This design comes from an exercise in tuning for small area on the open sky130 flow, not from production work. Function was checked by simulation only, so behaviour that the tests miss may differ from the original. The clock port is modelled as an ideal driver; clocking choices that lean on that would not hold on a real chip.

==> job 4305: inputs <==
==> flow/design.v <==
module regbank (
    rdData1, rdData2, wrData, sr1, sr2, dr, write, reset, clk
);
    input write, reset, clk;
    input [4:0] sr1, sr2, dr;    
    input [31:0] wrData;
    output [31:0] rdData1, rdData2;
    reg [31:0] regfile [1:31];
    integer i;
    reg [31:1] ld, hd;
    reg [31:1] s1, s2;
    always @(*) begin
        for (i = 1; i < 32; i = i + 1) begin
            ld[i] = ~reset & write & (dr == i);
            hd[i] = ~reset & ~(write & (dr == i));
            s1[i] = (sr1 == i);
            s2[i] = (sr2 == i);
        end
    end
    wire [31:0] nxt [1:31];
    always @(posedge clk) begin
        for (i = 1; i < 32; i = i + 1)
            regfile[i] <= nxt[i];
    end
    genvar b;
    generate
        for (b = 0; b < 32; b = b + 1) begin : bit_
            wire [31:1] col;
            genvar r;
            for (r = 1; r < 32; r = r + 1) begin : row_
                assign col[r] = regfile[r][b];
                ao22c w (.a(regfile[r][b]), .b(hd[r]), .c(wrData[b]), .d(ld[r]),
                         .y(nxt[r][b]));
            end
            rdmux31 u1 (.d(col), .s(s1), .y(rdData1[b]));
            rdmux31 u2 (.d(col), .s(s2), .y(rdData2[b]));
        end
    endgenerate
endmodule
module rdmux31 (d, s, y);
    input [31:1] d, s;
    output y;
    wire [10:0] n;
    genvar g;
    generate
        for (g = 0; g < 10; g = g + 1) begin : g_
            aoi222 u (.a(d[3*g+1]), .sa(s[3*g+1]),
                      .b(d[3*g+2]), .sb(s[3*g+2]),
                      .c(d[3*g+3]), .sc(s[3*g+3]), .y(n[g]));
        end
    endgenerate
    nand2c u10 (.a(d[31]), .b(s[31]), .y(n[10]));
    wire p0, p1, p2;
    nand4c t0 (.a(n[0]), .b(n[1]), .c(n[2]), .d(n[3]), .y(p0));
    nand4c t1 (.a(n[4]), .b(n[5]), .c(n[6]), .d(n[7]), .y(p1));
    nand3c t2 (.a(n[8]), .b(n[9]), .c(n[10]), .y(p2));
    assign y = p0 | p1 | p2;
endmodule
module aoi222 (a, sa, b, sb, c, sc, y);
    input a, sa, b, sb, c, sc;
    output y;
    assign y = ~((a & sa) | (b & sb) | (c & sc));
endmodule
module nand2c (a, b, y);
    input a, b;
    output y;
    assign y = ~(a & b);
endmodule
module nand3c (a, b, c, y);
    input a, b, c;
    output y;
    assign y = ~(a & b & c);
endmodule
module nand4c (a, b, c, d, y);
    input a, b, c, d;
    output y;
    assign y = ~(a & b & c & d);
endmodule
module ao22c (a, b, c, d, y);
    input a, b, c, d;
    output y;
    assign y = (a & b) | (c & d);
endmodule
==> flow/flow/run.sh <==
#!/bin/bash
# Own layout flow: the standard ORFS flow (standard.sh), with smaller port
# buffers, no CTS dummy loads, and an area-recovery pass (downsize.tcl) after
# CTS. Full tool output goes to flow_make.log here; ORFS's per-step logs are
# under orfs/logs/.
set -euo pipefail
bash standard.sh \
  "BUFFER_PORTS_ARGS=-buffer_cell sky130_fd_sc_hd__buf_1" \
  "CTS_ARGS=-sink_clustering_enable -repair_clock_nets -dont_use_dummy_load -buf_list sky130_fd_sc_hd__clkbuf_4 -sink_clustering_size 10 -sink_clustering_max_diameter 35" \
  "POST_CTS_TCL=$PWD/flow/downsize.tcl" \
  RECOVER_POWER=100 \
  finish > flow_make.log 2>&1
==> flow/flow/downsize.tcl <==
# Area recovery: try every logic cell (not flip-flops, clock tree, taps or
# port buffers) at each smaller drive strength of the same function, smallest
# first, and keep the first one that leaves timing met with margin and adds
# no max-slew, max-capacitance or max-fanout violation.
namespace eval ds {
set margin 0.15e-9
set_propagated_clock [all_clocks]
estimate_parasitics -placement
set block [ord::get_db_block]
set dont_use {}
if {[info exists ::env(DONT_USE_CELLS)]} { set dont_use $::env(DONT_USE_CELLS) }

proc viol {} {
  return [expr {[sta::max_slew_violation_count] + [sta::max_capacitance_violation_count]}]
}
set v0 [viol]
set ws [sta::worst_slack_cmd max]
puts "downsize: start worst slack $ws violations $v0"
set n 0
set saved 0.0
foreach inst [$block getInsts] {
  set m [$inst getMaster]
  set mn [$m getName]
  if {![regexp {^(sky130_fd_sc_hd__[a-z0-9]+)_([0-9]+)$} $mn -> base sz]} continue
  if {[regexp {__(df|ed|sd|clk|tap|fill|decap|diode|conb|dly)} $mn]} continue
  if {[$inst isDoNotTouch]} continue
  if {[$inst getSourceType] eq "TIMING"} continue
  # smaller sizes of the same cell, smallest first
  set cands {}
  foreach c [get_lib_cells ${base}_*] {
    set cn [get_name $c]
    if {![regexp "^${base}_(\[0-9\]+)\$" $cn -> s2]} continue
    if {$s2 >= $sz} continue
    if {[lsearch -exact $dont_use $cn] >= 0} continue
    lappend cands [list $s2 $cn]
  }
  if {$cands eq ""} continue
  set cands [lsort -integer -index 0 $cands]
  set a0 [expr {[$m getWidth] * [$m getHeight]}]
  foreach c $cands {
    set cn [lindex $c 1]
    replace_cell [$inst getName] $cn
    if {[viol] <= $v0 && [sta::worst_slack_cmd max] >= $margin} {
      set m2 [$inst getMaster]
      set saved [expr {$saved + ($a0 - [$m2 getWidth] * [$m2 getHeight]) / 1e6}]
      incr n
      break
    }
    replace_cell [$inst getName] $mn
  }
}
puts "downsize: resized $n cells, saved $saved um2, worst slack [sta::worst_slack_cmd max] violations [viol]"
}
==> flow/standard.sh <==
#!/bin/bash
# synth_recipe.tcl (not shown) runs the flow's synth.tcl, then flattens the netlist and writes it again
# the make line also repeats each setting of config.mk as NAME=value (left out here)
make -C /OpenROAD-flow-scripts/flow DESIGN_CONFIG=/design/flow/config.mk WORK_HOME=/design/flow/orfs CLKGATE_MAP_FILE= SYNTH_SCRIPT=/design/flow/synth_recipe.tcl "${@:-finish}"
==> flow/config.mk <==
export PLATFORM = sky130hd
export DESIGN_NAME = regbank
export DESIGN_NICKNAME = regbank
export VERILOG_FILES = /design/flow/design.v
export SDC_FILE = /design/flow/constraint.sdc
export NUM_CORES = 8
export LEC_CHECK = 0
export CAP_MARGIN = 20
export CORE_MARGIN = 2
export CORE_UTILIZATION = 65
export CTS_BUF_LIST = sky130_fd_sc_hd__clkbuf_4
export CTS_CLUSTER_DIAMETER = 35
export CTS_CLUSTER_SIZE = 10
export SLEW_MARGIN = 20
export SYNTH_HIERARCHICAL = 1
export SYNTH_MINIMUM_KEEP_SIZE = 0
==> flow/constraint.sdc <==
create_clock -name core_clock -period 7.0 [get_ports {clk}]
set_input_delay 1.4000 -clock core_clock [delete_from_list [all_inputs] [get_ports {clk}]]
set_output_delay 1.4000 -clock core_clock [all_outputs]
set_load 0.01 [all_outputs]
==> job 8143 (differences from job 4305) <==
==> flow/run.sh (new file) <==
#!/bin/bash
# synth_recipe.tcl (not shown) runs the flow's synth.tcl, then flattens the netlist and writes it again
# the make line also repeats each setting of config.mk as NAME=value (left out here)
make -C /OpenROAD-flow-scripts/flow DESIGN_CONFIG=/design/flow/config.mk WORK_HOME=/design/flow/orfs CLKGATE_MAP_FILE= SYNTH_SCRIPT=/design/flow/synth_recipe.tcl finish
- CORE_UTILIZATION: 65 -> 40
- CTS_BUF_LIST: sky130_fd_sc_hd__clkbuf_4 -> not set
- CTS_CLUSTER_DIAMETER: 35 -> not set
- CTS_CLUSTER_SIZE: 10 -> not set
removed: flow/flow/run.sh
removed: flow/flow/downsize.tcl
removed: flow/standard.sh
==> impl_metrics.py <==
metrics = {
    "final_layout": {
        "layout.nets": 3598,
        "multi_input_area_share_pct": 43.3,
    },
    "global_route": {
        "grt_pass1_wl_um": 250000,
        "track_usage_pct": 56.2,
        "antenna_found_initial": 22,
    },
    "run_status": {
        "outcome": "complete, but fails checks",
        "failed_checks": "max-capacitance violations, max-slew violations",
    },
    "sta": {
        "relSlewSlack_pct": -136,
        "slew_violations": 1011,
    },
    "power_and_ir_drop": {
        "cellPowerDensity_nw_per_um2": 220,
        "p_int_uw": 6720,
        "power.net_switching_uw": 2460,
    },
    "job": {
        "drv_cap": 33,
    },
    "worst_setup_path": {
        "startpoint": "sr1[0]",
    },
}
the above is filed under job 4305

==> impl_metrics.py <==
metrics = {
    "power_and_ir_drop": {
        "p_int_uw": 9170,
        "power.net_switching_uw": 2970,
        "cellPowerDensity_nw_per_um2": 261,
    },
    "global_route": {
        "track_usage_pct": 38.0,
        "antenna_found_initial": 14,
        "grt_pass1_wl_um": 274000,
    },
    "run_status": {
        "outcome": "finished clean",
    },
    "sta": {
        "relSlewSlack_pct": 18.7,
    },
    "worst_setup_path": {
        "startpoint": "sr1[2]",
    },
}
the above is filed under job 8143

[port drivers added, routing unchanged]
The results above use ideal ports. As a check the final layouts listed here were re-extracted and re-timed, cells and wires unchanged.
Step 1 sets driving cells, clkbuf_16 on the clock port and buf_2 on the other inputs (assumed; they add their load-dependent delay and slew).
Step 2 also shifts input and output timing later by t, the mid clock arrival at the registers, as if the neighbouring blocks saw the same clock.
a / b / c = ideal ports / drivers / drivers and shift; a / b = the first two.
run	shift t [ns]	setup slack, ns	worst setup path at the end
job 4305	1.094	0.536 / 0.453 / 0.453	input to output
job 8143	0.766	0.443 / 0.420 / 0.420	input to output
The setup slack of job 4305, which loses most, moves by -0.083 ns with the drivers and by -0.083 ns with both steps.
